Background: an optimization exercise with open tools, aiming at a short achievable clock period and few clock cycles. Do not read the settings as production practice. The RTL was checked by simulation tests, not by an equivalence proof against the original design. No activity file was given, so power comes from the tool's default toggle rates.

## job 101
==> flow/design.v <==
module toplevel(
    input  wire clk,
    input  wire rst,
    output wire [7:0] imem_addr,
    input  wire [7:0] imem_data,
    output wire [7:0] dmem_addr,
    output wire [7:0] dmem_wdata,
    output wire       dmem_we,
    input  wire [7:0] dmem_rdata
);
    reg [7:0] fpc;
    reg [7:0] r0, r1, r2, r3, r4, r5, r6, r7;
    reg [7:0] op_a, op_b;               
    reg [7:0] op_bs;                    
    reg [7:0] st_data, st_addr;         
    reg       e_arith, e_sub, e_and, e_or, e_xor, e_load, e_store;
    reg [7:0] e_we;                     
    reg [7:0] w_res;
    reg [7:0] w_we;                     
    wire [7:0] sum   = op_a + op_bs + {7'd0, e_sub};
    wire [7:0] other = ({8{e_and}}  & (op_a & op_b))
                     | ({8{e_or}}   & (op_a | op_b))
                     | ({8{e_xor}}  & (op_a ^ op_b))
                     | ({8{e_load}} & dmem_rdata);
    wire [7:0] res   = e_arith ? sum : other;
    assign dmem_addr  = st_addr;
    assign dmem_wdata = st_data;
    assign dmem_we    = e_store;
    wire [7:0] q0 = w_we[0] ? w_res : r0;
    wire [7:0] q1 = w_we[1] ? w_res : r1;
    wire [7:0] q2 = w_we[2] ? w_res : r2;
    wire [7:0] q3 = w_we[3] ? w_res : r3;
    wire [7:0] q4 = w_we[4] ? w_res : r4;
    wire [7:0] q5 = w_we[5] ? w_res : r5;
    wire [7:0] q6 = w_we[6] ? w_res : r6;
    wire [7:0] q7 = w_we[7] ? w_res : r7;
    always @(posedge clk or posedge rst) begin
        if (rst) begin
            r0 <= 8'd0; r1 <= 8'd0; r2 <= 8'd0; r3 <= 8'd0;
            r4 <= 8'd0; r5 <= 8'd0; r6 <= 8'd0; r7 <= 8'd0;
        end else begin
            r0 <= q0; r1 <= q1; r2 <= q2; r3 <= q3;
            r4 <= q4; r5 <= q5; r6 <= q6; r7 <= q7;
        end
    end
    wire [7:0] ins = imem_data;
    wire [2:0] f_op = ins[7:5];
    wire [2:0] f_rd = ins[4:2];
    wire [1:0] f_rs = ins[1:0];
    reg [7:0] rd_val, rs_val;
    reg       hit_a, hit_b;
    always @(*) begin
        case (f_rd)
            3'd0: rd_val = q0;
            3'd1: rd_val = q1;
            3'd2: rd_val = q2;
            3'd3: rd_val = q3;
            3'd4: rd_val = q4;
            3'd5: rd_val = q5;
            3'd6: rd_val = q6;
            default: rd_val = q7;
        endcase
        case (f_rs)
            2'd0: rs_val = q0;
            2'd1: rs_val = q1;
            2'd2: rs_val = q2;
            default: rs_val = q3;
        endcase
        hit_a = e_we[f_rd];
        hit_b = e_we[{1'b0, f_rs}];
    end
    wire f_jmp   = (f_op == 3'b111);
    wire f_store = (f_op == 3'b110);
    wire f_sub   = (f_op == 3'b001);
    wire f_wr    = ~f_jmp & ~f_store;
    wire [7:0] a_next = hit_a ? res : rd_val;
    wire [7:0] b_next = hit_b ? res : rs_val;
    always @(posedge clk or posedge rst) begin
        if (rst) begin
            fpc <= 8'd0;
        end else if (f_jmp) begin
            if (!hit_b) fpc <= rs_val;
        end else begin
            fpc <= fpc + 8'd1;
        end
    end
    assign imem_addr = fpc;
    always @(posedge clk) begin
        op_a    <= a_next;
        op_b    <= b_next;
        op_bs   <= f_sub ? ~b_next : b_next;
        st_data <= a_next;
        st_addr <= b_next;
        w_res   <= res;
    end
    always @(posedge clk or posedge rst) begin
        if (rst) begin
            e_arith <= 1'b0; e_sub <= 1'b0; e_and <= 1'b0; e_or <= 1'b0;
            e_xor <= 1'b0; e_load <= 1'b0; e_store <= 1'b0;
            e_we <= 8'd0; w_we <= 8'd0;
        end else begin
            e_arith <= (f_op == 3'b000) | f_sub;
            e_sub   <= f_sub;
            e_and   <= (f_op == 3'b010);
            e_or    <= (f_op == 3'b011);
            e_xor   <= (f_op == 3'b100);
            e_load  <= (f_op == 3'b101);
            e_store <= f_store;
            e_we    <= f_wr ? (8'd1 << f_rd) : 8'd0;
            w_we    <= e_we;
        end
    end
endmodule
Settings: LEC_CHECK=0, CAP_MARGIN=20, CORE_MARGIN=2, CORE_UTILIZATION=40, SETUP_SLACK_MARGIN=4.5, SLEW_MARGIN=20; clock period 5.0 ns.
standard.sh (not shown) runs the stock make flow with config.mk's settings and CLKGATE_MAP_FILE= SYNTH_SCRIPT=/design/flow/synth_recipe.tcl, a recipe that flattens the netlist after the stock synthesis.
==> flow/flow/run.sh <==
#!/bin/bash
# Standard ORFS layout, with the port buffers inserted as buf_4 cells instead of
# the resizer's default choice (a slow delay buffer).
set -euo pipefail
bash standard.sh "BUFFER_PORTS_ARGS=-buffer_cell sky130_fd_sc_hd__buf_4" finish > standard.log 2>&1
Testbench counts of job 101, summed over its fixed seeds: cycles 49,571.
Relative to job 101, the following input files were edited for job 102:
- swapping 4.5 for 3.5 in SETUP_SLACK_MARGIN
==> flow/run.sh (new file) <==
#!/bin/bash
# synth_recipe.tcl (not shown) runs the flow's synth.tcl, then flattens the netlist and writes it again
# the make line also repeats each setting of config.mk as NAME=value (left out here)
make -C /OpenROAD-flow-scripts/flow DESIGN_CONFIG=/design/flow/config.mk WORK_HOME=/design/flow/orfs CLKGATE_MAP_FILE= SYNTH_SCRIPT=/design/flow/synth_recipe.tcl finish
removed: flow/flow/run.sh
removed: flow/standard.sh
## What came out
Comparing job 102 and job 101, the lower later-pin clock latency in the skew report was measured on job 102. Between job 102 and job 101, it is job 102 whose required time at the endpoint of the critical path is lower, by 60 ps. Job 102 vs. job 101: aggregate global-route resource usage saw a decrease, minimum setup slack after placement saw a decrease.
Inputs modified between job 102 and job 103:
- SETUP_SLACK_MARGIN: 3.5 -> 3.2
Results
- Job 103 finished every stage and its layout cleared the timing, design-rule and antenna checks.
- The power in sequential cells on job 102 is in line with that on job 103.
- Final-layout worst hold slack: lower on job 103
- Total power: job 103 above job 102
- Job 103 vs. job 102: worst-margin pin slew rose 270 ps, cell count fell 16.
## Diff of input files: job 104 against job 103
- SETUP_SLACK_MARGIN now 3.5, was 3.2
==> flow/flow/run.sh (new file) <==
#!/bin/bash
# Standard ORFS layout with two changes: the port buffers are inserted as buf_4
# cells instead of the resizer's default choice (a slow delay buffer), and
# synthesis leaves adders to ABC instead of mapping them to full-adder cells.
set -euo pipefail
bash standard.sh "ADDER_MAP_FILE=" "BUFFER_PORTS_ARGS=-buffer_cell sky130_fd_sc_hd__buf_4" finish > standard.log 2>&1
==> flow/standard.sh (new file) <==
#!/bin/bash
# synth_recipe.tcl (not shown) runs the flow's synth.tcl, then flattens the netlist and writes it again
# the make line also repeats each setting of config.mk as NAME=value (left out here)
make -C /OpenROAD-flow-scripts/flow DESIGN_CONFIG=/design/flow/config.mk WORK_HOME=/design/flow/orfs CLKGATE_MAP_FILE= SYNTH_SCRIPT=/design/flow/synth_recipe.tcl "${@:-finish}"
removed: flow/run.sh
Findings:
Taking job 103 as the reference, in job 104 switching share of power higher; average vias per placed instance increased about 4.6%; number of top-level pins stayed essentially flat; global-route usage saw a decrease.
Overall die area for job 104 is lower than for job 103.
Job 103 → job 104: count of multi-input combinational gates lost about 3.6%, routed wire length stayed essentially flat, area after synthesis dropped about 2.2%.

## what the ideal ports hide
The results above use ideal ports. As a check the final layouts listed here were re-extracted and re-timed, cells and wires unchanged. Step 1 assumes that a clkbuf_16 drives the clock port and a buf_2 every other input. Step 2 adds t to the input delays and takes it off the output delays; t is the mean of the earliest and latest rising clock arrival at the registers after step 1. Input paths then give back, and output paths get back, about the clock's delay inside the block. Slacks: ideal ports / drivers / drivers and shift; pairs: ideal ports / drivers.
run	shift t [ns]	setup slack, ns	slew at the worst register clock pin (ns)
job 101	0.472	2.823 / 2.823 / 2.430	0.07 / 0.07
job 102	0.460	2.847 / 2.847 / 2.437	0.06 / 0.06
job 103	0.468	2.822 / 2.822 / 2.456	0.06 / 0.06
job 104	0.457	2.949 / 2.866 / 2.409	0.06 / 0.06
After both steps every run listed still meets setup and hold. For job 104, which loses most, drivers alone change the setup slack by -0.083 ns; drivers and shift together by -0.540 ns.
